This is an optimization exercise on Yosys and OpenROAD, whose aim is small area and a short achievable clock period, not a production implementation.
Function was checked by simulation only, so behaviour that the tests miss may differ from the original.
No activity file was given, so power comes from the tool's default toggle rates.

<file path="flow/config.mk">
export PLATFORM = sky130hd
export DESIGN_NAME = harvos_mpu_pair
export DESIGN_NICKNAME = harvos_mpu_pair
export VERILOG_FILES = /design/flow/design.v
export SDC_FILE = /design/flow/constraint.sdc
export NUM_CORES = 4
export LEC_CHECK = 0
export ABC_AREA = 1
export CAP_MARGIN = 20
export CORE_MARGIN = 2
export CORE_UTILIZATION = 40
export CTS_BUF_LIST = sky130_fd_sc_hd__clkbuf_4 sky130_fd_sc_hd__clkbuf_8
export CTS_CLUSTER_DIAMETER = 50
export CTS_CLUSTER_SIZE = 20
export PLACE_DENSITY = 0.6
export SETUP_SLACK_MARGIN = 2.0
export SLEW_MARGIN = 20
</file>
<file path="flow/constraint.sdc">
create_clock -name core_clock -period 7.0 [get_ports {clk}]
set_input_delay 1.4000 -clock core_clock [delete_from_list [all_inputs] [get_ports {clk}]]
set_output_delay 1.4000 -clock core_clock [all_outputs]
set_load 0.01 [all_outputs]
</file>
<file path="flow/design.v">
module mpu #(
  parameter integer NREG = 8
) (
  input  wire                    clk,
  input  wire                    rst_n,
  input  wire                    lock_in,
  input  wire                    prog_en,
  input  wire [$clog2(NREG)-1:0] prog_idx,
  input  wire [31:0]             prog_base,
  input  wire [31:0]             prog_limit,     
  input  wire [2:0]              prog_perm,      
  input  wire                    prog_user_ok,
  input  wire                    prog_is_ispace,
  input  wire [1:0]              cur_priv,       
  input  wire [31:0]             if_addr,
  output wire                    if_allow,
  output wire                    if_is_ispace,
  input  wire [31:0]             d_addr,
  input  wire                    d_is_store,
  output wire                    d_allow,
  output wire                    d_is_ispace
);
  function automatic ge32(input [31:0] a, input [31:0] b);
    reg [31:0] gt, pp;
    integer w, k;
    begin
      gt = a & ~b;
      pp = a | ~b;
      gt[0] = pp[0];
      for (w = 1; w < 32; w = w * 2)
        for (k = 0; k < 32; k = k + 2 * w) begin
          gt[k] = gt[k + w] | (pp[k + w] & gt[k]);
          pp[k] = pp[k + w] & pp[k];
        end
      ge32 = gt[0];
    end
  endfunction
  reg            lock_q;
  reg [NREG-1:0] valid;
  reg [31:0]     base  [NREG];
  reg [31:0]     limit [NREG];
  reg [NREG-1:0] perm_r, perm_w, perm_x, user_ok, is_ispace;
  wire wr = prog_en && !lock_q;
  always @(posedge clk or negedge rst_n) begin
    if (!rst_n) lock_q <= 1'b0; else lock_q <= lock_q | lock_in;
  end
  always @(posedge clk or negedge rst_n) begin
    if (!rst_n) valid <= '0;
    else if (wr) valid[prog_idx] <= 1'b1;
  end
  always @(posedge clk) begin
    if (wr) begin
      base[prog_idx]      <= prog_base;
      limit[prog_idx]     <= prog_limit;
      perm_r[prog_idx]    <= prog_perm[0];
      perm_w[prog_idx]    <= prog_perm[1];
      perm_x[prog_idx]    <= prog_perm[2];
      user_ok[prog_idx]   <= prog_user_ok;
      is_ispace[prog_idx] <= prog_is_ispace;
    end
  end
  wire sup = |cur_priv;
  reg [NREG-1:0] if_hit, d_hit;
  reg [NREG-1:0] if_ok, d_ok;
  integer i;
  always @* begin
    for (i = 0; i < NREG; i = i + 1) begin
      if_hit[i] = valid[i] && ge32(if_addr, base[i]) && ge32(limit[i], if_addr);
      d_hit[i]  = valid[i] && ge32(d_addr, base[i]) && ge32(limit[i], d_addr);
      if_ok[i]  = perm_x[i] && (sup || user_ok[i]);
      d_ok[i]   = (d_is_store ? perm_w[i] : perm_r[i]) && (sup || user_ok[i]);
    end
  end
  function automatic [1:0] pick8(input [7:0] hit, input [7:0] v);
    reg x;
    reg [7:0] above;
    integer k;
    begin
      above[7] = 1'b0;
      for (k = 6; k >= 0; k = k - 1) above[k] = above[k+1] | hit[k+1];
      x = 1'b0;
      for (k = 0; k < 8; k = k + 1) x = x | (hit[k] & v[k] & ~above[k]);
      pick8 = {|hit, x};
    end
  endfunction
  wire [1:0] if_a = pick8(if_hit, if_ok);
  wire [1:0] if_s = pick8(if_hit, is_ispace);
  wire [1:0] d_a  = pick8(d_hit, d_ok);
  wire [1:0] d_s  = pick8(d_hit, is_ispace);
  assign if_allow     = if_a[0];
  assign if_is_ispace = if_s[0];
  assign d_allow      = d_a[0];
  assign d_is_ispace  = d_s[0];
endmodule
module harvos_mpu_pair (
  input  wire        clk,
  input  wire        rst_n,
  input  wire        smpuctl_lock,
  input  wire        mpu_prog_en,
  input  wire [2:0]  mpu_prog_idx,
  input  wire [31:0] mpu_prog_base,
  input  wire [31:0] mpu_prog_limit,
  input  wire [2:0]  mpu_prog_perm,       
  input  wire        mpu_prog_user_ok,
  input  wire        mpu_prog_is_ispace,
  input  wire [1:0]  cur_priv,
  input  wire [31:0] if_paddr,
  output wire        if_allow,
  output wire        if_is_ispace,
  input  wire [31:0] d_paddr,
  input  wire        d_is_store,
  output wire        d_allow,
  output wire        d_is_ispace
);
  mpu #(.NREG(8)) u_mpu (
    .clk            (clk),
    .rst_n          (rst_n),
    .lock_in        (smpuctl_lock),
    .prog_en        (mpu_prog_en),
    .prog_idx       (mpu_prog_idx),
    .prog_base      (mpu_prog_base),
    .prog_limit     (mpu_prog_limit),
    .prog_perm      (mpu_prog_perm),
    .prog_user_ok   (mpu_prog_user_ok),
    .prog_is_ispace (mpu_prog_is_ispace),
    .cur_priv       (cur_priv),
    .if_addr        (if_paddr),
    .if_allow       (if_allow),
    .if_is_ispace   (if_is_ispace),
    .d_addr         (d_paddr),
    .d_is_store     (d_is_store),
    .d_allow        (d_allow),
    .d_is_ispace    (d_is_ispace)
  );
endmodule
</file>
<file path="flow/flow/run.sh">
#!/bin/bash
# Own layout flow: the standard layout, with the port buffers that
# global placement inserts made plain buf_2 cells (the resizer may upsize
# them later) instead of the delay-cell buffers ORFS picks by default.
set -euo pipefail
bash standard.sh synth > synth.log 2>&1
bash standard.sh finish "BUFFER_PORTS_ARGS=-buffer_cell sky130_fd_sc_hd__buf_2" > layout.log 2>&1
</file>
<file path="flow/standard.sh">
#!/bin/bash
# synth_recipe.tcl (not shown) runs the flow's synth.tcl, then flattens the netlist and writes it again
# the make line also repeats each setting of config.mk as NAME=value (left out here)
make -C /OpenROAD-flow-scripts/flow DESIGN_CONFIG=/design/flow/config.mk WORK_HOME=/design/flow/orfs CLKGATE_MAP_FILE= SYNTH_SCRIPT=/design/flow/synth_recipe.tcl "${@:-finish}"
</file>
==> impl_metrics.py, run 1 <==
metrics = {
    "die": {
        "core_area_um2": 88400,
        "io_pins": 147,
        "start_util": 0.403,
        "die_y_um": 303,
        "fp.dieW_um": 303,
        "row_count": 109,
        "die_area_um2": 91500,
    },
    "synthesis": {
        "synth_cell_types": 50,
        "synth_top_family_by_area": "simple AND/OR/NAND/NOR gates",
        "netlist_area_um2": 35700,
        "synth_mux_area_frac": 0.000597,
        "ys_seq_area_frac": 0.471,
        "synth_compound_area_frac": 0.165,
        "syn-num-nets": 4857,
        "synth_area_per_cell_um2": 7.57,
        "yosys.area_share.simple": 0.266,
        "synth_fa_ha_area_frac": 0.00140,
        "synthCells": 4710,
        "synth_edf_count": 552,
        "ys_warn_count": 1,
        "synthXorXnorAreaFrac": 0,
        "synth_top_flop_cell": "edfxtp_1",
        "ys_async_sr_fraction": 0.0160,
        "ys_ff_latch": 561,
    },
    "timing": {
        "rsz0062_at_grt": "true",
        "fmax_mhz": 202,
        "period_share": 0.706,
        "tightest_slew_ns": 1.02,
        "finalHoldViolCount": 0,
        "period_minus_slack_ns": 4.94,
        "tns_ns": 0,
        "setup_viol": 0,
        "slew_violations": 0,
        "max_slew_margin": 0.321,
        "skew_ns": 0.0501,
    },
    "place": {
        "portBuffers": 146,
        "dpl.cell_count": 5866,
        "gp_congestion": 0.960,
        "dpl.hpwl_um": 92200,
    },
    "power_and_ir_drop": {
        "peakVddDrop_mv": 0.140,
        "p_leak_nw": 16.9,
        "power_w": 0.00774,
        "powerDensity_nw_per_um2": 189,
    },
    "layout": {
        "n_fill_cell": 8731,
        "synthToLayoutAreaGrowth_pct": 14.9,
        "drive_above_1_share": 0.130,
        "final-instance-count-excl-fill": 6065,
        "nNetsFinal": 4983,
    },
    "clock_network": {
        "root_buffer": "clkbuf_8",
        "insertion_delay_ns": 0.72,
        "cts_tree": "done",
        "h-tree-depth": 3,
        "cts.path.max_buffers": 3,
        "cts_sinks": 561,
        "clk_pin_slew_ns": 0.08,
        "cts_buffers": 78,
    },
    "worst_setup_path": {
        "r2r_start": "u_mpu.lock_q",
        "path_max_fanout": 18,
        "arrival_ns": 3.54,
        "reg2reg_to": "u_mpu.base[3][12]",
        "cp_cell_sequence": "buf_6, inv_8, nor2_1, a211oi_1, nand2_1, nor4_2, nand2_1, nand2_1, nand3_1, nor2_1, nand3_1, nand3_1, buf_2",
        "endpoint_kind": "output port",
        "slowest_delay_ns": 0.35,
        "worstSetupPathType": "input port to output port",
        "crit_family": "simple AND/OR/NAND/NOR gates",
        "crit_buf_inv": 3,
        "regToRegSetupSlack_ns": 3.32,
        "cp-start-kind": "input port",
        "worst_path_max_delay_cell": "nor4_2",
        "crit_required_ns": 5.60,
        "ff2ff_path_depth": 7,
    },
    "global_route": {
        "overflow": 0,
        "grt_pass1_wl_um": 191000,
        "grt_pass1_vias": 30200,
        "antenna_found_initial": 4,
        "grt_usage": 0.279,
        "grt_max_degree": 42,
    },
    "detailed_routing": {
        "drcViolationCount": 0,
        "wl_per_cell_um": 21.8,
        "first_pass_iters": 6,
        "drt-initial-drc-count": 4161,
        "viasPerCell": 5.71,
        "vias": 34600,
        "wl_um": 132000,
        "detail-route-antenna-nets": 0,
    },
    "hold_path": {
        "min_from": "u_mpu.lock_q",
        "hold_path_end": "u_mpu.lock_q",
        "hp-class": "flip-flop to flip-flop",
        "whs_path_depth": 1,
    },
    "outcome": {
        "status": "timing/DRC/antenna clean",
    },
    "run": {
        "drv_cap": 0,
    },
}
## repair_timing
item                       in CTS  in global routing
setup buffers                  29                 15
pin swaps                       7                 67
setup endpoints to repair       4                  4
hold buffers                    0                  0
resized for setup             200                312
cloned                          3                  7
## per-stage QoR
stage | util | cell area [um^2] | hold WS, ns | setup slack [ns]
5_1_grt | 0.464 | 41000 | 0.498 | 1.95
4_1_cts | 0.449 | 39700 | 0.482 | 1.99
2_1_floorplan | - | 35700 | 0.440 | 1.12
3_5_place_dp | 0.419 | 37000 | 0.464 | 1.49
6_report | 0.464 | 41000 | 0.479 | 2.06
3_3_place_gp | 0.419 | 37000 | 0.452 | 1.50
## layout by cell type, fill, tap and decap left out, types with 60 or more instances in the layout
cell,synthesis,routed
a21oi_1,204,184
a31oi_1,70,70
buf_2,109,82
buf_4,33,60
clkbuf_8,0,82
edfxtp_1,552,552
inv_1,560,548
nand2_1,1261,1213
nand3_1,343,325
nor2_1,547,501
o21ai_0,404,379
o21ai_1,59,82
o22ai_1,185,184
## per-layer routing
layer	track usage	routed length [um]	share of wire	vias to the layer above
met1	0.414	57000	0.43	16200
met2	0.410	55800	0.42	1936
met5	0	13	0.000098	-
li1	-	-	-	16300
met3	0.0470	14800	0.11	233
met4	0.0991	4590	0.035	2
## how the worst max path moves through the flow
stage            startpoint                to  slack (ns)  depth (start not counted)
4_1_cts         d_paddr[31]       d_is_ispace        1.99                         19
6_report        d_paddr[25]           d_allow        2.06                         13
5_1_grt        if_paddr[10]      if_is_ispace        1.95                         17
3_3_place_gp    d_paddr[10]       d_is_ispace        1.50                         18
3_5_place_dp    d_paddr[10]       d_is_ispace        1.49                         18
2_1_floorplan   mpu_prog_en  u_mpu.base[0][0]        1.12                          4
## where the power goes
part           switching (W)  internal (W)  total (W)
Sequential        0.00000337       0.00368    0.00368
Combinational       0.000724      0.000301    0.00103
Clock                0.00158       0.00145    0.00303
Total                0.00231       0.00543    0.00774
## synth_stat cells, types with 28 or more instances
cell type,instances,area [um^2]
nand2_1,1261,4730
inv_1,560,2100
edfxtp_1,552,16600
nor2_1,547,2050
o21ai_0,404,2020
nand3_1,343,1720
a21oi_1,204,1020
o22ai_1,185,1160
buf_2,109,546
a31oi_1,70,438
o21ai_1,59,295
inv_2,54,203
nor3_1,40,200
o211ai_1,39,293
buf_4,33,248
nand4_1,31,194
a211oi_1,28,210
## worst reg2reg max path: stages (launching register included)
cell	delay (ns)
dfrtp_1	0.38
inv_1	0.05
nand2_1	0.34
inv_1	0.70
nand2_1	0.42
nor2_4	0.68
buf_16	0.25
buf_4	0.43
## sequential cells by signal (all words and copies together) (netlist names)
register and cells:
u_mpu.base 256, u_mpu.limit 256, u_mpu.is_ispace 8, u_mpu.perm_r 8, u_mpu.perm_w 8, u_mpu.perm_x 8
u_mpu.user_ok 8, u_mpu.valid 8, u_mpu.lock_q 1
## area by class of cell
type | instances | area (um^2) | area share
diodes | 2 | 5.00 | 0.000122
clock buffers | 85 | 1150 | 0.0281
clock inverters | 57 | 677 | 0.0165
inverters | 622 | 2760 | 0.0673
multi-input cells | 3353 | 16100 | 0.394
flip-flops and latches | 561 | 16800 | 0.410
well taps | 1165 | 1460 | 0.0356
repair buffers | 212 | 1910 | 0.0465
repair inverters | 8 | 66.3 | 0.00162
## cells by family after synthesis
group / after synthesis
buf+inv: 796
flops: 561
compound gates: 1043
simple gates: 2304
fa+ha+maj: 4
mux: 2
==> run 2: changes to the inputs <==
--- a/flow/config.mk
+++ b/flow/config.mk
@@ -14,4 +14,4 @@
 export CTS_CLUSTER_SIZE = 20
 export PLACE_DENSITY = 0.6
-export SETUP_SLACK_MARGIN = 2.0
+export SETUP_SLACK_MARGIN = 2.3
 export SLEW_MARGIN = 20
==> run 2 against run 1 <==
Net effect: critical path type unchanged; clock-buffer cell count did not move; largest cell class is now multi-input gates; core utilization rose by 3.4 points; highest routed layer is now met4; design area grew 7.2%; synthesized cell count is the same.
==> impl_metrics.py, run 2 <==
metrics = {
    "synthesis": {
        "synth_area_per_cell_um2": 7.57,
        "synth_edf_count": 552,
        "synth_top_flop_cell": "edfxtp_1",
        "synth_mux_area_frac": 0.000597,
        "synth_compound_area_frac": 0.165,
        "yosysTopAreaCellShare": 0.465,
        "yosys.area_share.simple": 0.266,
        "synth_top_family_by_area": "simple AND/OR/NAND/NOR gates",
        "synthTopCellsByArea": "edfxtp_1 46%, nand2_1 13%, inv_1 5.9%",
        "synthTopCellsByCount": "1,261 x nand2_1, 560 x inv_1, 552 x edfxtp_1",
        "ys_ff_latch": 561,
        "ys_warn_count": 1,
        "synth.most_common_cell": "nand2_1",
        "synthXorXnorAreaFrac": 0,
        "synth_top_cell_by_area": "edfxtp_1",
        "syn-num-nets": 4857,
        "netlist_area_um2": 35700,
        "synth_cell_types": 50,
        "synth_fa_ha_area_frac": 0.00140,
        "ys_async_sr_fraction": 0.0160,
        "synthCells": 4710,
        "ys_seq_area_frac": 0.471,
    },
    "timing": {
        "period_minus_slack_ns": 4.93,
        "finalHoldViolCount": 0,
        "skew_ns": 0.0315,
        "tns_ns": 0,
        "max_slew_margin": 0.258,
        "setup_viol": 0,
        "slew_violations": 0,
        "period_share": 0.704,
        "rsz0062_at_grt": "true",
        "fmax_mhz": 203,
        "hold_slack_ns": 0.469,
        "tightest_slew_ns": 1.11,
        "setup_ws_ns": 2.07,
    },
    "layout": {
        "n_fill_cell": 8358,
        "layout_common_cells": "1,127 x nand2_1, 552 x edfxtp_1, 548 x inv_1",
        "synthToLayoutAreaGrowth_pct": 23.2,
        "layout_commonest_cell": "nand2_1",
        "reg_top3": "u_mpu.base: 256 flops, u_mpu.limit: 256 flops",
        "drive_above_1_share": 0.198,
        "nNetsFinal": 5119,
    },
    "die": {
        "start_util": 0.403,
        "io_pins": 147,
        "core_area_um2": 88400,
        "die_area_um2": 91500,
        "die_y_um": 303,
        "fp.dieW_um": 303,
        "row_count": 109,
    },
    "clock_network": {
        "cts_tree": "done",
        "cts_sinks": 561,
        "h-tree-depth": 3,
        "clk_pin_slew_ns": 0.08,
        "root_buffer": "clkbuf_8",
        "cts_buffers": 81,
        "cts.path.max_buffers": 3,
        "ctsHoldBuffers": 0,
        "insertion_delay_ns": 0.77,
    },
    "detailed_routing": {
        "wl_per_cell_um": 22.1,
        "detail-route-antenna-nets": 0,
        "viasPerCell": 5.67,
        "first_pass_iters": 6,
        "vias": 35300,
        "wl_um": 137000,
        "dr_wl_met2_um": 58200,
        "met3_length_um": 15900,
        "drt-initial-drc-count": 4576,
        "top_layer": "met4",
        "drcViolationCount": 0,
        "m1WireLength_um": 57500,
    },
    "power_and_ir_drop": {
        "power_w": 0.00795,
        "p_leak_nw": 18.1,
        "powerDensity_nw_per_um2": 181,
        "peakVddDrop_mv": 0.120,
    },
    "global_route": {
        "grt_pass1_wl_um": 194000,
        "grt_pass1_vias": 30800,
        "grt_usage": 0.285,
        "overflow": 0,
        "grt_max_degree": 41,
        "antenna_found_initial": 5,
    },
    "place": {
        "gp_congestion": 0.951,
        "portBuffers": 146,
        "place_ws_ns": 1.61,
        "dpl.hpwl_um": 91300,
    },
    "worst_setup_path": {
        "arrival_ns": 3.53,
        "crit_required_ns": 5.60,
        "worstSetupPathType": "input port to output port",
        "slowest_delay_ns": 0.32,
        "cp-start-kind": "input port",
        "worst_path_max_delay_cell": "nor2_1",
        "cp_cell_sequence": "buf_8, inv_8, nand3_1, o21ai_0, nor2_1, nand2_1, a21oi_1, nand2_2, nand3_4, nand2_4, nor2_4, nand3_2, nor2_2, nor2_2, nand3_1, buf_2",
        "endpoint_kind": "output port",
        "path_max_fanout": 17,
    },
    "run": {
        "drv_cap": 0,
    },
    "outcome": {
        "status": "timing/DRC/antenna clean",
    },
    "hold_path": {
        "hp-class": "flip-flop to flip-flop",
    },
}
[run 2: path summary, 6_finish.rpt]
path	from	endpoint	slack [ns]	depth (start not counted)
hold reg to reg	u_mpu.lock_q	u_mpu.lock_q	0.47	1
max in group asynchronous	rst_n	u_mpu.valid[3]	6.17	1
hold / removal	u_mpu.lock_q	u_mpu.lock_q	0.47	1
setup reg to reg	u_mpu.lock_q	u_mpu.limit[7][6]	3.79	6
min in group asynchronous	rst_n	u_mpu.valid[4]	0.54	1
setup / recovery	if_paddr[22]	if_allow	2.07	16
[run 2: what timing repair did]
| action | in CTS | in global routing |
|---|---|---|
| gates resized for setup | 618 | 343 |
| pin swaps | 108 | 161 |
| cloned | 22 | 12 |
| setup buffers | 97 | 58 |
| setup endpoints to repair | 4 | 4 |
[run 2: cell families (layout without fill, tap and decap cells)]
family	count (synthesis)	count (layout)
compound gates	1043	1043
fa+ha+maj	4	4
buf+inv	796	1127
flops	561	561
mux	2	2
other cells	0	6
simple gates	2304	2304
[run 2: metal layers]
| layer | GRT usage | vias to the layer above |
|---|---|---|
| li1 | - | 16600 |
| met1 | 0.406 | 16400 |
| met2 | 0.420 | 2022 |
| met3 | 0.0659 | 243 |
| met4 | 0.108 | 0 |
| met5 | 0 | - |
[run 2: where the power goes]
part / internal [W] / switching (W)
Combinational: 0.000412 / 0.000792
Sequential: 0.00368 / 0.00000399
Clock: 0.00140 / 0.00166
[run 2: critical path, delay by kind of cell]
kind,cells,cell delay [ns]
compound gates,2,0.30
buf+inv,3,0.40
simple gates,11,1.42
[run 2: cell type report]
type / count / area [um^2] / share of cell area
repair inverters: 23 / 179 / 0.00407
diodes: 6 / 15.0 / 0.000342
clock buffers: 85 / 1140 / 0.0261
flip-flops and latches: 561 / 16800 / 0.382
repair buffers: 330 / 3500 / 0.0797
multi-input cells: 3353 / 17100 / 0.390
well taps: 1165 / 1460 / 0.0332
inverters: 622 / 2950 / 0.0672
clock inverters: 67 / 739 / 0.0168
[run 2: through the flow]
step	cell area, um^2	utilization	std cells
after global placement	37000	0.419	5864
after floorplan	35700	-	4710
after detailed placement	37000	0.419	5865
final	43900	0.497	6212
after CTS	42000	0.476	6136
after global routing	43900	0.497	6210
==> run 3: changes to the inputs <==
--- a/flow/config.mk
+++ b/flow/config.mk
@@ -9,9 +9,9 @@
 export CAP_MARGIN = 20
 export CORE_MARGIN = 2
-export CORE_UTILIZATION = 40
+export CORE_UTILIZATION = 50
 export CTS_BUF_LIST = sky130_fd_sc_hd__clkbuf_4 sky130_fd_sc_hd__clkbuf_8
 export CTS_CLUSTER_DIAMETER = 50
 export CTS_CLUSTER_SIZE = 20
-export PLACE_DENSITY = 0.6
-export SETUP_SLACK_MARGIN = 2.3
+export PLACE_DENSITY = 0.7
+export SETUP_SLACK_MARGIN = 2.0
 export SLEW_MARGIN = 20
==> run 3 against run 2 <==
Net effect: final cell count shrank 6.2%; combinational power shrank 17%; still clean on timing, DRC and antenna; sequential share of layout area grew 3.5 points; clock skew grew 0.0022 ns; critical path type unchanged; clock-buffer cell count shrank 10.
==> impl_metrics.py, run 3 <==
metrics = {
    "detailed_routing": {
        "drcViolationCount": 0,
        "wl_um": 125000,
        "viasPerCell": 5.96,
        "wl_per_cell_um": 21.5,
        "detail-route-antenna-nets": 0,
        "vias": 34800,
        "drt-initial-drc-count": 5334,
        "first_pass_iters": 8,
    },
    "synthesis": {
        "synthTopCellsByCount": "1,261 x nand2_1, 560 x inv_1, 552 x edfxtp_1",
        "synthCells": 4710,
        "ys_ff_latch": 561,
        "ys_warn_count": 1,
        "synth_edf_count": 552,
        "yosysTopAreaCellShare": 0.465,
        "syn-num-nets": 4857,
        "ys_seq_area_frac": 0.471,
        "synthTopCellsByArea": "edfxtp_1 46%, nand2_1 13%, inv_1 5.9%",
        "synth_area_per_cell_um2": 7.57,
        "synth.most_common_cell": "nand2_1",
        "synth_top_cell_by_area": "edfxtp_1",
        "synth_cell_types": 50,
        "ys_async_sr_fraction": 0.0160,
        "synth_top_flop_cell": "edfxtp_1",
        "netlist_area_um2": 35700,
    },
    "timing": {
        "tightest_slew_ns": 1.04,
        "period_share": 0.708,
        "period_minus_slack_ns": 4.96,
        "setup_viol": 0,
        "finalHoldViolCount": 0,
        "max_slew_margin": 0.307,
        "tns_ns": 0,
        "setup_ws_ns": 2.04,
        "fmax_mhz": 202,
        "rsz0062_at_grt": "false",
        "slew_violations": 0,
        "skew_ns": 0.0337,
    },
    "global_route": {
        "grt_max_degree": 57,
        "grt_pass1_wl_um": 183000,
        "grt_pass1_vias": 30100,
        "antenna_found_initial": 4,
        "grt_usage": 0.329,
        "overflow": 0,
    },
    "die": {
        "io_pins": 147,
        "start_util": 0.507,
        "core_area_um2": 70300,
        "die_area_um2": 73500,
        "row_count": 97,
        "die_y_um": 271,
        "fp.dieW_um": 271,
    },
    "layout": {
        "final_core_util": 0.572,
        "reg_top3": "u_mpu.base: 256 flops, u_mpu.limit: 256 flops",
        "layout_common_cells": "1,225 x nand2_1, 552 x edfxtp_1, 548 x inv_1",
        "nNetsFinal": 4976,
        "synthToLayoutAreaGrowth_pct": 12.8,
        "drive_above_1_share": 0.126,
        "final-instance-count-excl-fill": 5829,
        "layout_commonest_cell": "nand2_1",
    },
    "power_and_ir_drop": {
        "p_leak_nw": 16.7,
        "powerDensity_nw_per_um2": 183,
        "peakVddDrop_mv": 0.159,
        "power_w": 0.00737,
    },
    "worst_setup_path": {
        "worstSetupPathType": "input port to output port",
        "path_max_fanout": 18,
        "cp-start-kind": "input port",
        "endpoint_kind": "output port",
        "arrival_ns": 3.56,
        "crit_required_ns": 5.60,
    },
    "clock_network": {
        "cts_buffers": 70,
        "clk_pin_slew_ns": 0.08,
        "ctsHoldBuffers": 0,
        "cts_sinks": 561,
        "h-tree-depth": 3,
        "cts.path.max_buffers": 3,
        "cts_tree": "done",
        "insertion_delay_ns": 0.71,
        "root_buffer": "clkbuf_8",
    },
    "hold_path": {
        "hp-class": "flip-flop to flip-flop",
    },
    "place": {
        "dpl.hpwl_um": 86800,
        "place_ws_ns": 1.54,
        "portBuffers": 146,
        "dpl.cell_count": 5641,
        "gp_congestion": 1.00,
    },
    "outcome": {
        "status": "timing/DRC/antenna clean",
    },
    "run": {
        "drv_cap": 0,
    },
}
## run 3: cell families after synthesis
logic type | Yosys count | synth area share
AO/OA/AOI/OAI | 1043 | 0.165
adder cells (fa/ha/maj) | 4 | 0.00140
flip-flops | 561 | 0.471
buffers and inverters | 796 | 0.0953
multiplexers | 2 | 0.000597
AND/OR/NAND/NOR | 2304 | 0.266
## run 3: per-stage QoR
stage | hold slack, ns | area, um^2
after floorplan | 0.440 | 35700
after global placement | 0.456 | 36700
after detailed placement | 0.467 | 36700
after CTS | 0.485 | 39100
after global routing | 0.508 | 40200
final | 0.484 | 40200
## run 3: final cells by class
type | instances | area (um^2)
flip-flops and latches | 561 | 16800
well taps | 940 | 1180
multi-input cells | 3353 | 16100
repair buffers | 216 | 1820
inverters | 622 | 2700
diodes | 3 | 7.51
clock inverters | 54 | 523
fillers | 6395 | 30100
repair inverters | 5 | 36.3
clock buffers | 75 | 1020
## run 3: worst paths after layout
kind,slack [ns],to,depth (start not counted),startpoint
setup / recovery,2.04,d_is_ispace,12,d_paddr[28]
hold / removal,0.48,u_mpu.lock_q,1,u_mpu.lock_q
setup reg to reg,3.22,u_mpu.limit[7][12],7,u_mpu.lock_q
hold reg to reg,0.48,u_mpu.lock_q,1,u_mpu.lock_q
max in group asynchronous,6.16,u_mpu.lock_q,1,rst_n
min in group asynchronous,0.59,u_mpu.valid[1],1,rst_n
## run 3: metal layers
metal | vias to the layer above | track usage | wire length (um)
li1 | 16300 | - | -
met5 | - | 0 | 13
met2 | 2337 | 0.473 | 51700
met4 | 2 | 0.124 | 4920
met3 | 276 | 0.0780 | 17600
met1 | 15900 | 0.479 | 50900
## run 3: what timing repair did
item                       in CTS  in global routing
pin swaps                       6                 52
gates resized for setup       164                305
cloned                          4                  2
buffers inserted               39                 10
hold endpoints to repair        0                  0
setup endpoints to repair       4                  4
## run 3: where the power goes
group / leakage [nW] / switching (W) / internal (W)
Combinational: 10.9 / 0.000709 / 0.000292
Clock: 0.780 / 0.00147 / 0.00121
Sequential: 5.08 / 0.00000356 / 0.00368
Total: 16.7 / 0.00218 / 0.00519
## run 3: worst max-delay path, cell delays in order
cell and delay, ns:
buf_4 0.27, inv_6 0.15, a211oi_1 0.37, o21ai_0 0.16, o2111ai_1 0.24, nor2_1 0.10
nand2_1 0.22, nand4_1 0.18, nor2_2 0.13, nor2_2 0.06, nand3_1 0.10, buf_2 0.15
==> run 4: changes to the inputs <==
--- a/flow/config.mk
+++ b/flow/config.mk
@@ -14,4 +14,4 @@
 export CTS_CLUSTER_SIZE = 20
 export PLACE_DENSITY = 0.7
-export SETUP_SLACK_MARGIN = 2.0
+export SETUP_SLACK_MARGIN = 1.8
 export SLEW_MARGIN = 20
==> run 4 against run 3 <==
Net effect: wire length down 1.2%; core utilization down 1.4 points; still clean; largest power group unchanged; non-clock buffer count down 16; register-to-register slack worse by 0.04 ns; global-route usage down 0.24 points; critical endpoint is now if_is_ispace; flip-flop and latch count unchanged; worst hold slack better by 0.0012 ns; synthesized cell count unchanged; die area unchanged.
==> impl_metrics.py, run 4 <==
metrics = {
    "outcome": {
        "status": "timing/DRC/antenna clean",
    },
    "global_route": {
        "grt_max_degree": 57,
        "overflow": 0,
        "antenna_found_initial": 5,
        "grt_usage": 0.326,
        "grt_pass1_wl_um": 182000,
        "grt_pass1_vias": 29900,
    },
    "synthesis": {
        "synth_cell_types": 50,
        "synthXorXnorAreaFrac": 0,
        "synthCells": 4710,
        "synthTopCellsByArea": "edfxtp_1 46%, nand2_1 13%, inv_1 5.9%",
        "synth_top_cell_by_area": "edfxtp_1",
        "synth.most_common_cell": "nand2_1",
        "synth_top_flop_cell": "edfxtp_1",
        "yosysTopAreaCellShare": 0.465,
        "synth_area_per_cell_um2": 7.57,
        "yosys.area_share.simple": 0.266,
        "ys_warn_count": 1,
        "syn-num-nets": 4857,
        "synth_fa_ha_area_frac": 0.00140,
        "synth_mux_area_frac": 0.000597,
        "ys_async_sr_fraction": 0.0160,
        "synth_top_family_by_area": "simple AND/OR/NAND/NOR gates",
        "netlist_area_um2": 35700,
        "synth_edf_count": 552,
        "ys_ff_latch": 561,
        "ys_seq_area_frac": 0.471,
        "synth_compound_area_frac": 0.165,
        "synthTopCellsByCount": "1,261 x nand2_1, 560 x inv_1, 552 x edfxtp_1",
    },
    "power_and_ir_drop": {
        "p_leak_nw": 16.4,
        "peakVddDrop_mv": 0.157,
        "powerDensity_nw_per_um2": 186,
    },
    "detailed_routing": {
        "drcViolationCount": 0,
        "detail-route-antenna-nets": 0,
        "wl_um": 124000,
        "vias": 34500,
        "drt-initial-drc-count": 5300,
        "viasPerCell": 5.93,
        "wl_per_cell_um": 21.3,
        "first_pass_iters": 6,
    },
    "timing": {
        "setup_ws_ns": 1.85,
        "fmax_mhz": 194,
        "skew_ns": 0.0376,
        "period_share": 0.736,
        "tns_ns": 0,
        "rsz0062_at_grt": "true",
        "finalHoldViolCount": 0,
        "max_slew_margin": 0.316,
        "tightest_slew_ns": 1.03,
        "period_minus_slack_ns": 5.15,
        "hold_slack_ns": 0.486,
        "slew_violations": 0,
        "setup_viol": 0,
    },
    "worst_setup_path": {
        "path_max_fanout": 18,
        "worstSetupPathType": "input port to output port",
        "cp-start-kind": "input port",
        "crit_required_ns": 5.60,
        "arrival_ns": 3.75,
        "endpoint_kind": "output port",
    },
    "die": {
        "die_area_um2": 73500,
        "fp.dieW_um": 271,
        "start_util": 0.507,
        "io_pins": 147,
        "core_area_um2": 70300,
        "row_count": 97,
        "die_y_um": 271,
    },
    "clock_network": {
        "root_buffer": "clkbuf_8",
        "cts_buffers": 70,
        "clk_pin_slew_ns": 0.08,
        "insertion_delay_ns": 0.72,
        "cts_sinks": 561,
        "h-tree-depth": 3,
        "cts_tree": "done",
        "cts.path.max_buffers": 3,
    },
    "place": {
        "place_ws_ns": 1.54,
        "portBuffers": 146,
        "placed_area_um2": 36700,
        "gp_congestion": 1.00,
        "dpl.hpwl_um": 86800,
    },
    "layout": {
        "synthToLayoutAreaGrowth_pct": 10.0,
        "drive_above_1_share": 0.103,
        "reg_top3": "u_mpu.base: 256 flops, u_mpu.limit: 256 flops",
        "nNetsFinal": 4958,
        "layout_common_cells": "1,250 x nand2_1, 552 x edfxtp_1, 548 x inv_1",
        "layout_commonest_cell": "nand2_1",
        "stdcell_area_um2": 39200,
    },
    "hold_path": {
        "hp-class": "flip-flop to flip-flop",
    },
    "run": {
        "drv_cap": 0,
    },
}
[run 4: cell counts after synthesis]
Identical to the previous run, type by type.
[run 4: repair_timing]
item | 4_1_cts | 5_1_grt
hold buffers | 0 | 0
hold endpoints to repair | 0 | 0
setup endpoints to repair | 4 | 4
setup buffers | 20 | 14
pin swaps | 1 | 6
gates resized for setup | 47 | 214
cloned | 2 | 1
[run 4: cell families after synthesis]
family | count (synthesis)
AO/OA/AOI/OAI | 1043
adder cells (fa/ha/maj) | 4
buffers and inverters | 796
flip-flops | 561
multiplexers | 2
AND/OR/NAND/NOR | 2304
[run 4: layout make-up]
class / count / area [um^2]
flip-flops and latches: 561 / 16800
diodes: 3 / 7.51
repair buffers: 200 / 1390
multi-input cells: 3353 / 15700
repair inverters: 3 / 22.5
fillers: 6484 / 31000
inverters: 622 / 2590
clock buffers: 75 / 1020
clock inverters: 54 / 523
well taps: 940 / 1180
[run 4: power by group]
group          total [W]  switching (W)  internal [W]
logic           0.000941       0.000685      0.000256
clock network    0.00268        0.00146       0.00121
registers        0.00368     0.00000300       0.00368
total            0.00730        0.00215       0.00515
[run 4: critical path: stages]
cell,delay (ns)
clkbuf_4,0.22
inv_4,0.23
o21ai_0,0.11
nor2_1,0.22
nand2_1,0.12
nor2_1,0.10
nand2_1,0.06
nand2_1,0.23
nand2_1,0.09
nand2_1,0.12
nand3_2,0.11
nand2_2,0.13
nor2_1,0.06
nor2_1,0.10
nand3_1,0.08
nor2_1,0.11
nand3_1,0.10
buf_2,0.16
[run 4: path summary, 6_finish.rpt]
path	startpoint	endpoint	slack, ns	cells past startpoint
max reg2reg	u_mpu.lock_q	u_mpu.limit[7][12]	3.18	7
max in group asynchronous	rst_n	u_mpu.valid[6]	6.17	1
min reg2reg	u_mpu.lock_q	u_mpu.lock_q	0.49	1
min in group asynchronous	rst_n	u_mpu.valid[1]	0.58	1
max	if_paddr[12]	if_is_ispace	1.85	18
min	u_mpu.lock_q	u_mpu.lock_q	0.49	1
[run 4: layer usage]
layer / vias to the layer above / global-route usage / wire length (um)
met2: 2138 / 0.469 / 51100
met4: 0 / 0.122 / 4520
met5: - / 0 / 0
met1: 15900 / 0.476 / 51300
met3: 257 / 0.0770 / 16700
li1: 16200 / - / -
[run 4: through the flow]
stage	instances	total power, W	utilization
after detailed placement	5641	0.00461	0.523
after CTS	5792	0.00727	0.549
after global routing	5810	0.00753	0.558
final	5811	0.00730	0.558
after global placement	5639	0.00461	0.522
after floorplan	4710	0.00430	-
==> run 5: changes to the inputs <==
--- a/flow/config.mk
+++ b/flow/config.mk
@@ -9,9 +9,9 @@
 export CAP_MARGIN = 20
 export CORE_MARGIN = 2
-export CORE_UTILIZATION = 50
+export CORE_UTILIZATION = 60
 export CTS_BUF_LIST = sky130_fd_sc_hd__clkbuf_4 sky130_fd_sc_hd__clkbuf_8
 export CTS_CLUSTER_DIAMETER = 50
 export CTS_CLUSTER_SIZE = 20
-export PLACE_DENSITY = 0.7
-export SETUP_SLACK_MARGIN = 1.8
+export PLACE_DENSITY = 0.75
+export SETUP_SLACK_MARGIN = 2.0
 export SLEW_MARGIN = 20
==> run 5 against run 4 <==
Net effect: non-clock buffer count is the same; sequential power about the same; area after synthesis is the same; core utilization up 12 points; wire length is 0.42% lower; clock-buffer cell count up 6; worst setup slack gained 0.18 ns; clock power is 1% lower; clock skew grew 0.0044 ns; largest cell class unchanged; largest power group unchanged.
==> impl_metrics.py, run 5 <==
metrics = {
    "outcome": {
        "status": "timing/DRC/antenna clean",
    },
    "power_and_ir_drop": {
        "powerDensity_nw_per_um2": 184,
        "peakVddDrop_mv": 0.181,
        "power_w": 0.00732,
        "p_leak_nw": 16.6,
    },
    "synthesis": {
        "synth_top_flop_cell": "edfxtp_1",
        "ys_seq_area_frac": 0.471,
        "synth_top_cell_by_area": "edfxtp_1",
        "ys_warn_count": 1,
        "synthTopCellsByCount": "1,261 x nand2_1, 560 x inv_1, 552 x edfxtp_1",
        "netlist_area_um2": 35700,
        "synthTopCellsByArea": "edfxtp_1 46%, nand2_1 13%, inv_1 5.9%",
        "synthCells": 4710,
        "synth_edf_count": 552,
        "syn-num-nets": 4857,
        "ys_async_sr_fraction": 0.0160,
        "synth_cell_types": 50,
        "synth_area_per_cell_um2": 7.57,
        "yosysTopAreaCellShare": 0.465,
        "synth.most_common_cell": "nand2_1",
        "ys_ff_latch": 561,
    },
    "worst_setup_path": {
        "crit_required_ns": 5.60,
        "crit_start": "if_paddr[28]",
        "ff2ff_path_depth": 6,
        "cp-start-kind": "input port",
        "endpoint_kind": "output port",
        "path_max_fanout": 19,
        "r2r_start": "u_mpu.lock_q",
        "arrival_ns": 3.58,
        "worstSetupPathType": "input port to output port",
    },
    "timing": {
        "tns_ns": 0,
        "skew_ns": 0.0420,
        "finalHoldViolCount": 0,
        "max_slew_margin": 0.219,
        "rsz0062_at_grt": "true",
        "period_share": 0.711,
        "slew_violations": 0,
        "period_minus_slack_ns": 4.98,
        "setup_viol": 0,
        "fmax_mhz": 201,
        "tightest_slew_ns": 1.17,
    },
    "layout": {
        "reg_top3": "u_mpu.base: 256 flops, u_mpu.limit: 256 flops",
        "final-instance-count-excl-fill": 5641,
        "n_fill_cell": 4905,
        "drive_above_1_share": 0.122,
        "nNetsFinal": 4958,
        "layout_commonest_cell": "nand2_1",
        "layout_common_cells": "1,228 x nand2_1, 552 x edfxtp_1, 548 x inv_1",
        "synthToLayoutAreaGrowth_pct": 11.6,
    },
    "detailed_routing": {
        "viasPerCell": 6.20,
        "wl_um": 123000,
        "drt-initial-drc-count": 5649,
        "m1WireLength_um": 48800,
        "wl_per_cell_um": 21.8,
        "first_pass_iters": 7,
        "met3_length_um": 19700,
        "drcViolationCount": 0,
        "vias": 35000,
        "top_layer": "met5",
        "detail-route-antenna-nets": 0,
        "dr_wl_met2_um": 49700,
    },
    "run": {
        "drv_cap": 0,
    },
    "place": {
        "dpl.hpwl_um": 85100,
        "gp_congestion": 1.03,
        "portBuffers": 146,
        "dpl.cell_count": 5467,
    },
    "global_route": {
        "antenna_found_initial": 5,
        "grt_max_degree": 65,
        "grt_usage": 0.391,
        "grt_pass1_wl_um": 179000,
        "grt_pass1_vias": 29800,
        "overflow": 0,
    },
    "clock_network": {
        "cts.path.max_buffers": 3,
        "cts_sinks": 561,
        "cts_tree": "done",
        "cts_buffers": 68,
        "root_buffer": "clkbuf_8",
        "h-tree-depth": 3,
        "clk_pin_slew_ns": 0.09,
        "insertion_delay_ns": 0.70,
    },
    "hold_path": {
        "whs_path_depth": 1,
        "min_from": "u_mpu.lock_q",
        "hp-class": "flip-flop to flip-flop",
    },
    "die": {
        "die_y_um": 248,
        "die_area_um2": 61400,
        "core_area_um2": 58900,
        "fp.dieW_um": 248,
        "row_count": 89,
        "io_pins": 147,
        "start_util": 0.605,
    },
}
-- run 5: cell counts after synthesis --
Identical to the previous run, type by type.
-- run 5: path summary, 6_finish.rpt --
check                               endpoint  slack [ns]
max                             if_is_ispace        2.02
min                             u_mpu.lock_q        0.53
max reg2reg                u_mpu.limit[2][6]        3.68
min reg2reg                     u_mpu.lock_q        0.53
max in group asynchronous     u_mpu.valid[7]        6.16
min in group asynchronous       u_mpu.lock_q        0.57
-- run 5: cell families after synthesis --
| logic type | share of synthesized area |
|---|---|
| and+or+nand+nor | 0.266 |
| AOI/OAI and AO/OA | 0.165 |
| buffers and inverters | 0.0953 |
| DFF | 0.471 |
| adders and majority gates | 0.00140 |
| muxes | 0.000597 |
-- run 5: power by group --
group	internal [W]	switching, W	total, W	leakage [nW]
sequential	0.00368	0.00000343	0.00368	5.08
clock	0.00123	0.00141	0.00264	0.762
combinational	0.000285	0.000709	0.000994	10.8
-- run 5: repair_timing --
item	in CTS	in global routing
hold buffers	0	0
setup endpoints to repair	4	4
buffers inserted	32	8
cloned	4	2
gates resized for setup	135	348
pin swaps	5	51
-- run 5: layout make-up --
cell class	instances	area, um^2	area share
flip-flops and latches	561	16800	0.422
multi-input cells	3353	16100	0.404
inverters	622	2730	0.0686
repair buffers	200	1650	0.0414
clock buffers	81	1060	0.0268
well taps	773	967	0.0243
clock inverters	43	444	0.0112
repair inverters	5	38.8	0.000975
diodes	3	7.51	0.000189
-- run 5: stage by stage --
stage	cell area [um^2]	utilization	hold slack [ns]	setup slack, ns
final	39800	0.676	0.527	2.02
after global routing	39800	0.676	0.525	1.97
after CTS	38600	0.656	0.526	2.00
after detailed placement	36500	0.619	0.507	1.67
after global placement	36400	0.619	0.452	1.71
after floorplan	35700	-	0.440	1.12
-- run 5: layer usage --
layer / track usage / vias up
li1: - / 16200
met1: 0.578 / 15900
met2: 0.542 / 2595
met3: 0.116 / 260
met4: 0.139 / 8
met5: 0 / -
-- run 5: critical path: stages --
cell and delay, ns:
buf_4 0.27, clkinv_8 0.19, a211oi_1 0.39, nand2_2 0.21, a21oi_1 0.25, nor2_1 0.08, nand2_1 0.14, nand3_1 0.12
nor2_1 0.13, nand4_1 0.10, nand3_1 0.12, buf_2 0.14
==> run 6: changes to the inputs <==
--- a/flow/config.mk
+++ b/flow/config.mk
@@ -9,9 +9,9 @@
 export CAP_MARGIN = 20
 export CORE_MARGIN = 2
-export CORE_UTILIZATION = 60
+export CORE_UTILIZATION = 70
 export CTS_BUF_LIST = sky130_fd_sc_hd__clkbuf_4 sky130_fd_sc_hd__clkbuf_8
 export CTS_CLUSTER_DIAMETER = 50
 export CTS_CLUSTER_SIZE = 20
-export PLACE_DENSITY = 0.75
+export PLACE_DENSITY = 0.85
 export SETUP_SLACK_MARGIN = 2.0
 export SLEW_MARGIN = 20
==> run 6 against run 5 <==
Net effect: still clean; clock-buffer cell count down 27; largest power group unchanged; via count up 3.5%; critical endpoint is now d_allow; worst setup slack worse by 0.0088 ns; combinational power barely moved.
==> impl_metrics.py, run 6 <==
metrics = {
    "timing": {
        "slew_violations": 0,
        "setup_viol": 0,
        "setup_ws_ns": 2.01,
        "period_share": 0.712,
        "skew_ns": 0.0420,
        "tightest_slew_ns": 1.21,
        "max_slew_margin": 0.188,
        "rsz0062_at_grt": "true",
        "fmax_mhz": 201,
        "tns_ns": 0,
        "finalHoldViolCount": 0,
        "period_minus_slack_ns": 4.99,
    },
    "global_route": {
        "grt_max_degree": 65,
        "antenna_found_initial": 8,
        "overflow": 0,
        "grt_usage": 0.455,
        "grt_pass1_wl_um": 182000,
        "grt_pass1_vias": 31300,
    },
    "power_and_ir_drop": {
        "p_seq_frac": 0.517,
        "switching_share": 0.302,
        "power.switching_w": 0.00215,
        "comb_power_share": 0.142,
        "p_leak_nw": 16.5,
        "powerDensity_nw_per_um2": 181,
        "clockPowerShare": 0.341,
        "power.internal_w": 0.00498,
        "peakVddDrop_mv": 0.209,
    },
    "layout": {
        "drive_above_1_share": 0.115,
        "reg_top3": "u_mpu.base: 256 flops, u_mpu.limit: 256 flops",
        "layout_common_cells": "1,232 x nand2_1, 552 x edfxtp_1, 548 x inv_1",
        "layout_commonest_cell": "nand2_1",
        "synthToLayoutAreaGrowth_pct": 10.6,
        "nNetsFinal": 4947,
    },
    "worst_setup_path": {
        "cp-start-kind": "input port",
        "regToRegSetupSlack_ns": 3.27,
        "crit_buf_inv": 3,
        "crit_family": "simple AND/OR/NAND/NOR gates",
        "slowest_delay_ns": 0.28,
        "cp_cell_sequence": "buf_4, inv_8, nand2_1, o21ai_0, nor2_1, nand3_2, nor2_1, nand2_1, nand2_4, nand3_4, nor3_1, nand2_1, nand3_1, nor2_1, nand3_1, buf_2",
        "crit_start": "d_paddr[29]",
        "r2r_start": "u_mpu.lock_q",
        "arrival_ns": 3.59,
        "endpoint_kind": "output port",
        "worstSetupPathType": "input port to output port",
        "crit_required_ns": 5.60,
        "path_max_fanout": 20,
        "worst_path_max_delay_cell": "nor2_1",
    },
    "clock_network": {
        "ctsHoldBuffers": 0,
        "root_buffer": "clkbuf_8",
        "cts_buffers": 54,
        "cts.path.max_buffers": 3,
        "cts_tree": "done",
        "cts_sinks": 561,
        "clk_pin_slew_ns": 0.11,
        "h-tree-depth": 2,
        "insertion_delay_ns": 0.75,
    },
    "detailed_routing": {
        "drcViolationCount": 0,
        "drt-initial-drc-count": 7216,
        "viasPerCell": 6.55,
        "vias": 36200,
        "first_pass_iters": 17,
        "wl_um": 125000,
        "wl_per_cell_um": 22.6,
        "detail-route-antenna-nets": 0,
    },
    "synthesis": {
        "netlist_area_um2": 35700,
        "ys_ff_latch": 561,
        "synth_top_cell_by_area": "edfxtp_1",
        "yosysTopAreaCellShare": 0.465,
        "syn-num-nets": 4857,
        "synth_top_flop_cell": "edfxtp_1",
        "ys_async_sr_fraction": 0.0160,
        "synthTopCellsByArea": "edfxtp_1 46%, nand2_1 13%, inv_1 5.9%",
        "synth_cell_types": 50,
        "synthCells": 4710,
        "synth_edf_count": 552,
        "synth.most_common_cell": "nand2_1",
        "synth_area_per_cell_um2": 7.57,
        "synthTopCellsByCount": "1,261 x nand2_1, 560 x inv_1, 552 x edfxtp_1",
        "ys_warn_count": 1,
        "ys_seq_area_frac": 0.471,
    },
    "die": {
        "row_count": 82,
        "core_area_um2": 50200,
        "die_y_um": 230,
        "start_util": 0.711,
        "io_pins": 147,
        "fp.dieW_um": 230,
        "die_area_um2": 52800,
    },
    "run": {
        "drv_cap": 0,
    },
    "place": {
        "portBuffers": 146,
        "place_ws_ns": 1.68,
        "dpl.hpwl_um": 83600,
        "gp_congestion": 1.09,
    },
    "hold_path": {
        "hp-class": "input port to asynchronous set/reset pin",
    },
    "outcome": {
        "status": "timing/DRC/antenna clean",
    },
}
[run 6: cell counts after synthesis]
No cell type changed its count.
[run 6: per-layer routing]
metal | vias to the layer above | global-route usage | share of wire
met5 | - | 0 | 0.00054
met3 | 542 | 0.162 | 0.19
met1 | 16000 | 0.640 | 0.35
met2 | 3448 | 0.645 | 0.41
met4 | 10 | 0.182 | 0.055
li1 | 16200 | - | -
[run 6: what timing repair did]
item	in CTS	in global routing
resized for setup	131	300
pin swaps	0	51
setup endpoints to repair	4	4
cloned	5	2
buffers inserted	28	14
[run 6: path summary, 6_finish.rpt]
check / to / depth (start not counted)
worst max-delay path: d_allow / 16
worst min-delay path: u_mpu.lock_q / 1
worst max register to register: u_mpu.base[7][8] / 7
worst min register to register: u_mpu.lock_q / 1
max in group asynchronous: u_mpu.valid[4] / 1
min in group core_clock: u_mpu.lock_q / 1
[run 6: metrics by stage]
step           utilization  cell area, um^2  total power [W]  cells  hold slack, ns
3_3_place_gp         0.724            36300          0.00459   5366           0.453
5_1_grt              0.786            39400          0.00728   5518           0.518
2_1_floorplan            -            35700          0.00430   4710           0.440
4_1_cts              0.763            38300          0.00699   5500           0.500
3_5_place_dp         0.724            36300          0.00460   5366           0.489
6_report             0.786            39400          0.00713   5521           0.505
[run 6: cell type report]
class / instances / area, um^2
antenna: 4 / 10.0
clock buffer: 54 / 743
clock inverter: 47 / 567
fill: 3492 / 10700
inverter: 622 / 2690
multi-input combinational: 3353 / 16100
sequential: 561 / 16800
tap: 672 / 841
timing repair buffer: 202 / 1660
timing repair inverter: 6 / 43.8
[run 6: worst reg2reg max path: cells and delay by family, from the launching register on]
family / cells / cell delay, ns
flip-flops: 1 / 0.41
AND/OR/NAND/NOR: 3 / 1.43
buffers and inverters: 4 / 1.47
[run 6: kinds of logic (layout without fill, tap and decap cells)]
kind of cell / Yosys count / count (layout) / share of synthesized area
multiplexers: 2 / 2 / 0.000597
buffers and inverters: 796 / 931 / 0.0953
AO/OA/AOI/OAI: 1043 / 1043 / 0.165
adder cells (fa/ha/maj): 4 / 4 / 0.00140
other: 0 / 4 / 0
AND/OR/NAND/NOR: 2304 / 2304 / 0.266
flip-flops: 561 / 561 / 0.471
[run 6: power groups by stage]
stage               clock, W  sequential, W  combinational (W)
floorplan                  0        0.00376           0.000535
global placement           0        0.00376           0.000826
detailed placement         0        0.00376           0.000840
CTS                  0.00242        0.00368           0.000885
global route         0.00253        0.00369            0.00106
finish               0.00243        0.00368            0.00101
==> run 7: changes to the inputs <==
--- a/flow/config.mk
+++ b/flow/config.mk
@@ -9,9 +9,9 @@
 export CAP_MARGIN = 20
 export CORE_MARGIN = 2
-export CORE_UTILIZATION = 70
+export CORE_UTILIZATION = 65
 export CTS_BUF_LIST = sky130_fd_sc_hd__clkbuf_4 sky130_fd_sc_hd__clkbuf_8
 export CTS_CLUSTER_DIAMETER = 50
 export CTS_CLUSTER_SIZE = 20
-export PLACE_DENSITY = 0.85
+export PLACE_DENSITY = 0.8
 export SETUP_SLACK_MARGIN = 2.0
 export SLEW_MARGIN = 20
==> run 7 against run 6 <==
Net effect: still clean on timing, DRC and antenna; global-route usage shrank 3.4 points; sequential share of layout area fell by 0.30 points; clock power down 2%; synthesized cell count unchanged; critical path type unchanged; critical endpoint is now d_is_ispace; highest routed layer unchanged.
==> impl_metrics.py, run 7 <==
metrics = {
    "detailed_routing": {
        "first_pass_iters": 8,
        "vias": 35100,
        "drcViolationCount": 0,
        "top_layer": "met5",
        "wl_um": 123000,
        "m1WireLength_um": 46600,
        "wl_per_cell_um": 22.2,
        "dr_wl_met2_um": 49100,
        "drt-initial-drc-count": 5843,
        "detail-route-antenna-nets": 0,
        "met3_length_um": 22400,
        "viasPerCell": 6.33,
    },
    "clock_network": {
        "ctsHoldBuffers": 0,
        "cts_sinks": 561,
        "cts.path.max_buffers": 3,
        "insertion_delay_ns": 0.73,
        "h-tree-depth": 2,
        "clk_pin_slew_ns": 0.10,
        "cts_tree": "done",
        "root_buffer": "clkbuf_8",
        "cts_buffers": 56,
    },
    "synthesis": {
        "synth_fa_ha_area_frac": 0.00140,
        "ys_warn_count": 1,
        "synth_cell_types": 50,
        "synth_top_flop_cell": "edfxtp_1",
        "synthCells": 4710,
        "ys_async_sr_fraction": 0.0160,
        "synth_compound_area_frac": 0.165,
        "synthTopCellsByCount": "1,261 x nand2_1, 560 x inv_1, 552 x edfxtp_1",
        "ys_seq_area_frac": 0.471,
        "synth_mux_area_frac": 0.000597,
        "synthXorXnorAreaFrac": 0,
        "yosysTopAreaCellShare": 0.465,
        "synthTopCellsByArea": "edfxtp_1 46%, nand2_1 13%, inv_1 5.9%",
        "synth_edf_count": 552,
        "synth.most_common_cell": "nand2_1",
        "synth_top_family_by_area": "simple AND/OR/NAND/NOR gates",
        "yosys.area_share.simple": 0.266,
        "netlist_area_um2": 35700,
        "synth_top_cell_by_area": "edfxtp_1",
        "syn-num-nets": 4857,
        "synth_area_per_cell_um2": 7.57,
        "ys_ff_latch": 561,
    },
    "timing": {
        "tns_ns": 0,
        "period_share": 0.715,
        "rsz0062_at_grt": "true",
        "period_minus_slack_ns": 5.01,
        "finalHoldViolCount": 0,
        "fmax_mhz": 200,
        "max_slew_margin": 0.276,
        "slew_violations": 0,
        "tightest_slew_ns": 1.08,
        "skew_ns": 0.0489,
        "setup_viol": 0,
    },
    "global_route": {
        "overflow": 0,
        "grt_max_degree": 41,
        "antenna_found_initial": 3,
        "grt_usage": 0.421,
        "grt_pass1_vias": 30100,
        "grt_pass1_wl_um": 179000,
    },
    "hold_path": {
        "min_from": "u_mpu.lock_q",
        "hp-class": "flip-flop to flip-flop",
    },
    "layout": {
        "n_fill_cell": 4274,
        "nNetsFinal": 4955,
        "layout_common_cells": "1,222 x nand2_1, 552 x edfxtp_1, 548 x inv_1",
        "drive_above_1_share": 0.125,
        "synthToLayoutAreaGrowth_pct": 11.4,
        "layout_commonest_cell": "nand2_1",
        "stdcell_area_um2": 39700,
        "reg_top3": "u_mpu.base: 256 flops, u_mpu.limit: 256 flops",
    },
    "power_and_ir_drop": {
        "peakVddDrop_mv": 0.221,
        "powerDensity_nw_per_um2": 178,
        "p_leak_nw": 16.6,
    },
    "worst_setup_path": {
        "worst_path_max_delay_cell": "nand4_1",
        "r2r_start": "u_mpu.lock_q",
        "crit_required_ns": 5.60,
        "slowest_delay_ns": 0.31,
        "worstSetupPathType": "input port to output port",
        "cp_cell_sequence": "clkbuf_4, clkinv_8, buf_4, nor2_1, nor3_2, nand4_1, nor3_1, nand2_1, nand2_1, nand3_2, nor2_1, nand3_1, nand3_1, nor2_1, nand3_1, buf_2",
        "cp-start-kind": "input port",
        "crit_start": "d_paddr[28]",
        "endpoint_kind": "output port",
        "path_max_fanout": 15,
        "arrival_ns": 3.61,
    },
    "die": {
        "die_y_um": 238,
        "io_pins": 147,
        "fp.dieW_um": 238,
        "start_util": 0.660,
        "row_count": 85,
        "core_area_um2": 54000,
        "die_area_um2": 56700,
    },
    "outcome": {
        "status": "timing/DRC/antenna clean",
    },
    "place": {
        "portBuffers": 146,
        "gp_congestion": 1.05,
        "dpl.hpwl_um": 86300,
        "placed_area_um2": 36400,
    },
    "run": {
        "drv_cap": 0,
    },
}
run 7: cell count changes in the layout (fill, tap and decap cells not counted), moves of 9 or more:
cell	previous run	this run
nand2_1	1232	1222
o21ai_0	389	380
nand3_2	16	26
nand3_1	330	321
nor2_2	33	61
nand2_2	33	46
nor2_1	508	483
run 7: final cells by class:
type	count	area, um^2	area share
flip-flops and latches	561	16800	0.423
multi-input cells	3353	16200	0.407
inverters	622	2740	0.0689
repair buffers	209	1780	0.0449
well taps	696	871	0.0219
clock buffers	59	793	0.0200
clock inverters	46	515	0.0130
repair inverters	5	38.8	0.000977
diodes	3	7.51	0.000189
run 7: per-stage QoR:
stage | total power (W) | hold slack [ns] | std cells | utilization | setup slack (ns)
2_1_floorplan | 0.00430 | 0.440 | 4710 | - | 1.12
3_3_place_gp | 0.00459 | 0.449 | 5395 | 0.674 | 1.65
3_5_place_dp | 0.00460 | 0.457 | 5395 | 0.674 | 1.63
4_1_cts | 0.00693 | 0.480 | 5532 | 0.710 | 2.00
5_1_grt | 0.00724 | 0.482 | 5552 | 0.735 | 1.94
6_report | 0.00706 | 0.478 | 5554 | 0.735 | 1.99
run 7: cells by family after synthesis:
family                   Yosys count
flip-flops                       561
multiplexers                       2
adder cells (fa/ha/maj)            4
buffers and inverters            796
AO/OA/AOI/OAI                   1043
AND/OR/NAND/NOR                 2304
run 7: layer usage:
metal | GRT usage | up-vias
met5 | 0 | -
met4 | 0.154 | 2
met3 | 0.152 | 310
met2 | 0.576 | 2774
met1 | 0.614 | 15800
li1 | - | 16200
run 7: worst paths after layout:
kind,end,slack [ns],depth (start not counted)
worst max-delay path,d_is_ispace,1.99,16
worst min-delay path,u_mpu.lock_q,0.48,1
worst max register to register,u_mpu.base[1][18],3.93,6
worst min register to register,u_mpu.lock_q,0.48,1
max in group asynchronous,u_mpu.valid[4],6.24,1
min in group asynchronous,u_mpu.valid[0],0.53,1
run 7: power breakdown:
group / total [W] / internal [W] / switching (W)
Clock: 0.00237 / 0.000922 / 0.00144
Combinational: 0.00101 / 0.000294 / 0.000719
Sequential: 0.00368 / 0.00368 / 0.00000386
run 7: critical path: cells and delay by family:
family | cells | cell delay [ns]
and+or+nand+nor | 12 | 1.49
buffers and inverters | 4 | 0.70
run 7: repair_timing:
| action | 4_1_cts | 5_1_grt |
|---|---|---|
| cloned | 4 | 3 |
| pin swaps | 5 | 81 |
| resized for setup | 152 | 354 |
| setup endpoints to repair | 4 | 4 |
| setup buffers | 28 | 15 |
==> run 8: changes to the inputs <==
==> flow/flow/run.sh (replaced) <==
#!/bin/bash
# Own layout flow: the standard synthesis and layout, with
#  - the port buffers that global placement inserts made plain buf_2 cells
#    (the resizer may upsize them later) instead of ORFS's default pick, a
#    delay cell;
#  - the resizer free to swap a cell for any equivalent cell, not only one
#    with the same footprint (MATCH_CELL_FOOTPRINT=0).
set -euo pipefail
bash standard.sh synth > synth.log 2>&1
bash standard.sh finish "BUFFER_PORTS_ARGS=-buffer_cell sky130_fd_sc_hd__buf_2" MATCH_CELL_FOOTPRINT=0 > layout.log 2>&1
--- a/flow/config.mk
+++ b/flow/config.mk
@@ -9,9 +9,9 @@
 export CAP_MARGIN = 20
 export CORE_MARGIN = 2
-export CORE_UTILIZATION = 65
+export CORE_UTILIZATION = 40
 export CTS_BUF_LIST = sky130_fd_sc_hd__clkbuf_4 sky130_fd_sc_hd__clkbuf_8
 export CTS_CLUSTER_DIAMETER = 50
 export CTS_CLUSTER_SIZE = 20
-export PLACE_DENSITY = 0.8
+export PLACE_DENSITY = 0.6
 export SETUP_SLACK_MARGIN = 2.0
 export SLEW_MARGIN = 20
==> run 8 against run 7 <==
Net effect: clock power is 27% higher; fmax is 0.91% higher; clock skew is 0.0051 ns lower; design area is 3.4% higher; die area is 61% higher; highest routed layer unchanged; critical path type unchanged; still clean; wire length is 7.6% higher; core utilization is 27 points lower; total power is 9.5% higher; sequential share of layout area is 1.4 points lower; non-clock buffer count is 5 higher; via count is 1.3% lower.
==> impl_metrics.py, run 8 <==
metrics = {
    "outcome": {
        "status": "timing/DRC/antenna clean",
    },
    "run": {
        "drv_cap": 0,
    },
    "worst_setup_path": {
        "crit_cells": 12,
        "path_max_fanout": 18,
        "worstSetupPathType": "input port to output port",
        "ff2ff_path_depth": 7,
        "crit_required_ns": 5.60,
        "cp-start-kind": "input port",
        "crit_buf_inv": 3,
        "slowest_delay_ns": 0.45,
        "crit_family": "simple AND/OR/NAND/NOR gates",
        "reg2reg_to": "u_mpu.base[3][12]",
        "worst_path_max_delay_cell": "a211oi_1",
        "arrival_ns": 3.56,
        "r2r_start": "u_mpu.lock_q",
        "regToRegSetupSlack_ns": 3.30,
        "endpoint_kind": "output port",
        "cp_cell_sequence": "buf_6, clkinv_8, a211oi_1, nand2_1, nor2_1, nand2_1, nand2_1, nand3_1, nor2_1, nand3_1, nand3_1, buf_2",
        "crit_start": "d_paddr[28]",
    },
    "hold_path": {
        "hold_path_end": "u_mpu.lock_q",
        "whs_path_depth": 1,
        "min_from": "u_mpu.lock_q",
        "hp-class": "flip-flop to flip-flop",
    },
    "detailed_routing": {
        "wl_um": 132000,
        "drcViolationCount": 0,
        "vias": 34700,
        "drt-initial-drc-count": 4158,
        "wl_per_cell_um": 21.8,
        "first_pass_iters": 6,
        "viasPerCell": 5.72,
        "detail-route-antenna-nets": 0,
    },
    "synthesis": {
        "synth_top_cell_by_area": "edfxtp_1",
        "syn-num-nets": 4857,
        "ys_seq_area_frac": 0.471,
        "netlist_area_um2": 35700,
        "synth.most_common_cell": "nand2_1",
        "synthTopCellsByArea": "edfxtp_1 46%, nand2_1 13%, inv_1 5.9%",
        "ys_warn_count": 1,
        "yosysTopAreaCellShare": 0.465,
        "synth_cell_types": 50,
        "synthTopCellsByCount": "1,261 x nand2_1, 560 x inv_1, 552 x edfxtp_1",
        "synthCells": 4710,
        "synth_area_per_cell_um2": 7.57,
        "synth_top_flop_cell": "edfxtp_1",
        "synth_edf_count": 552,
        "ys_ff_latch": 561,
        "ys_async_sr_fraction": 0.0160,
    },
    "power_and_ir_drop": {
        "power.internal_w": 0.00543,
        "power.switching_w": 0.00231,
        "powerDensity_nw_per_um2": 188,
        "p_leak_nw": 17.0,
        "peakVddDrop_mv": 0.141,
        "p_seq_frac": 0.476,
        "switching_share": 0.298,
        "comb_power_share": 0.133,
        "clockPowerShare": 0.391,
    },
    "global_route": {
        "antenna_found_initial": 4,
        "overflow": 0,
        "grt_max_degree": 42,
        "grt_usage": 0.279,
        "grt_pass1_vias": 30200,
        "grt_pass1_wl_um": 191000,
    },
    "timing": {
        "hold_slack_ns": 0.477,
        "finalHoldViolCount": 0,
        "fmax_mhz": 202,
        "tightest_slew_ns": 1.03,
        "period_minus_slack_ns": 4.96,
        "skew_ns": 0.0437,
        "slew_violations": 0,
        "setup_viol": 0,
        "rsz0062_at_grt": "true",
        "setup_ws_ns": 2.04,
        "tns_ns": 0,
        "period_share": 0.709,
        "max_slew_margin": 0.315,
    },
    "clock_network": {
        "cts_tree": "done",
        "clk_pin_slew_ns": 0.08,
        "h-tree-depth": 3,
        "root_buffer": "clkbuf_8",
        "cts_buffers": 78,
        "insertion_delay_ns": 0.71,
        "cts.path.max_buffers": 3,
        "cts_sinks": 561,
    },
    "layout": {
        "layout_common_cells": "1,209 x nand2_1, 552 x edfxtp_1, 548 x inv_1",
        "final-instance-count-excl-fill": 6068,
        "reg_top3": "u_mpu.base: 256 flops, u_mpu.limit: 256 flops",
        "layout_commonest_cell": "nand2_1",
        "synthToLayoutAreaGrowth_pct": 15.1,
        "nNetsFinal": 4985,
        "final_core_util": 0.465,
        "drive_above_1_share": 0.130,
    },
    "place": {
        "dpl.hpwl_um": 92200,
        "place_ws_ns": 1.49,
        "portBuffers": 146,
        "dpl.cell_count": 5866,
        "gp_congestion": 0.960,
    },
    "die": {
        "io_pins": 147,
        "die_y_um": 303,
        "start_util": 0.403,
        "core_area_um2": 88400,
        "die_area_um2": 91500,
        "row_count": 109,
        "fp.dieW_um": 303,
    },
}
run 8: cell types whose count changed in the layout (fill, tap and decap cells not counted), sizes merged:
cell,previous run,this run
buf,203,209
inv,618,620
bufinv,1,6
clkbuf,65,90
clkinv,33,44
clkinvlp,21,17
run 8: stage by stage:
step                power (W)  cell area (um^2)
floorplan             0.00430             35700
global placement      0.00463             37000
detailed placement    0.00463             37000
CTS                   0.00769             39800
global route          0.00800             41000
finish                0.00774             41100
run 8: how the worst max path moves through the flow:
stage | to | slack [ns]
2_1_floorplan | u_mpu.base[0][0] | 1.12
3_3_place_gp | d_is_ispace | 1.50
3_5_place_dp | d_is_ispace | 1.49
4_1_cts | d_is_ispace | 1.99
5_1_grt | if_is_ispace | 1.95
6_report | d_allow | 2.04
run 8: cell families after synthesis:
kind of cell             after synthesis  synth area share
AND/OR/NAND/NOR                     2304             0.266
AO/OA/AOI/OAI                       1043             0.165
multiplexers                           2          0.000597
adder cells (fa/ha/maj)                4           0.00140
buffers and inverters                796            0.0953
flip-flops                           561             0.471
run 8: layout make-up:
type,instances,area [um^2]
antenna,3,7.51
clock buffer,85,1150
clock inverter,57,677
fill,8718,47300
inverter,622,2820
multi-input combinational,3353,16100
sequential,561,16800
tap,1165,1460
timing repair buffer,214,1930
timing repair inverter,8,66.3
run 8: per-layer routing:
layer / global-route usage / up-vias / share of wire
li1: - / 16300 / -
met1: 0.414 / 16100 / 0.43
met2: 0.409 / 2003 / 0.42
met3: 0.0485 / 237 / 0.11
met4: 0.0993 / 2 / 0.036
met5: 0 / - / 0.000091
run 8: timing repair:
action,4_1_cts,5_1_grt
cloned,3,7
setup buffers,29,17
endpoints found under the setup margin,4,4
pin swaps,9,67
hold buffers,0,0
gates resized for setup,305,327
run 8: power groups by stage:
| stage | sequential, W | combinational [W] | clock [W] |
|---|---|---|---|
| finish | 0.00368 | 0.00103 | 0.00302 |
| detailed placement | 0.00376 | 0.000872 | 0 |
| floorplan | 0.00376 | 0.000535 | 0 |
| global route | 0.00368 | 0.00110 | 0.00321 |
| CTS | 0.00368 | 0.000929 | 0.00308 |
| global placement | 0.00376 | 0.000867 | 0 |

afterwards: timing with drivers on the ports:
The results above use ideal ports. As a check the final layouts listed here were re-extracted and re-timed, cells and wires unchanged. Step 1, drivers: a clkbuf_16 drives clk and a buf_2 each remaining input, both assumed. Step 2 moves the port delays by t, midway between the first and last clock arrival at a register: inputs arrive t later, outputs are due t later. That takes back most of the time a late clock gives input paths. Three values: no drivers, after step 1, after step 2; two values: the first two.
| run | t, ns | setup WS [ns] | worst setup path after step 2 |
|---|---|---|---|
| run 1 | 0.760 | 2.060 / 1.938 / 1.938 | input to output |
| run 2 | 0.804 | 2.074 / 2.021 / 2.021 | input to output |
| run 3 | 0.752 | 2.044 / 1.900 / 1.900 | input to output |
| run 4 | 0.754 | 1.845 / 1.822 / 1.822 | input to output |
| run 5 | 0.742 | 2.023 / 1.948 / 1.948 | input to output |
| run 6 | 0.793 | 2.014 / 1.956 / 1.956 | input to output |
| run 7 | 0.774 | 1.992 / 1.879 / 1.879 | input to output |
| run 8 | 0.760 | 2.038 / 1.947 / 1.947 | input to output |
After both steps every run listed still meets setup and hold. For run 3, which loses most, drivers alone change the setup slack by -0.144 ns; drivers and shift together by -0.144 ns.
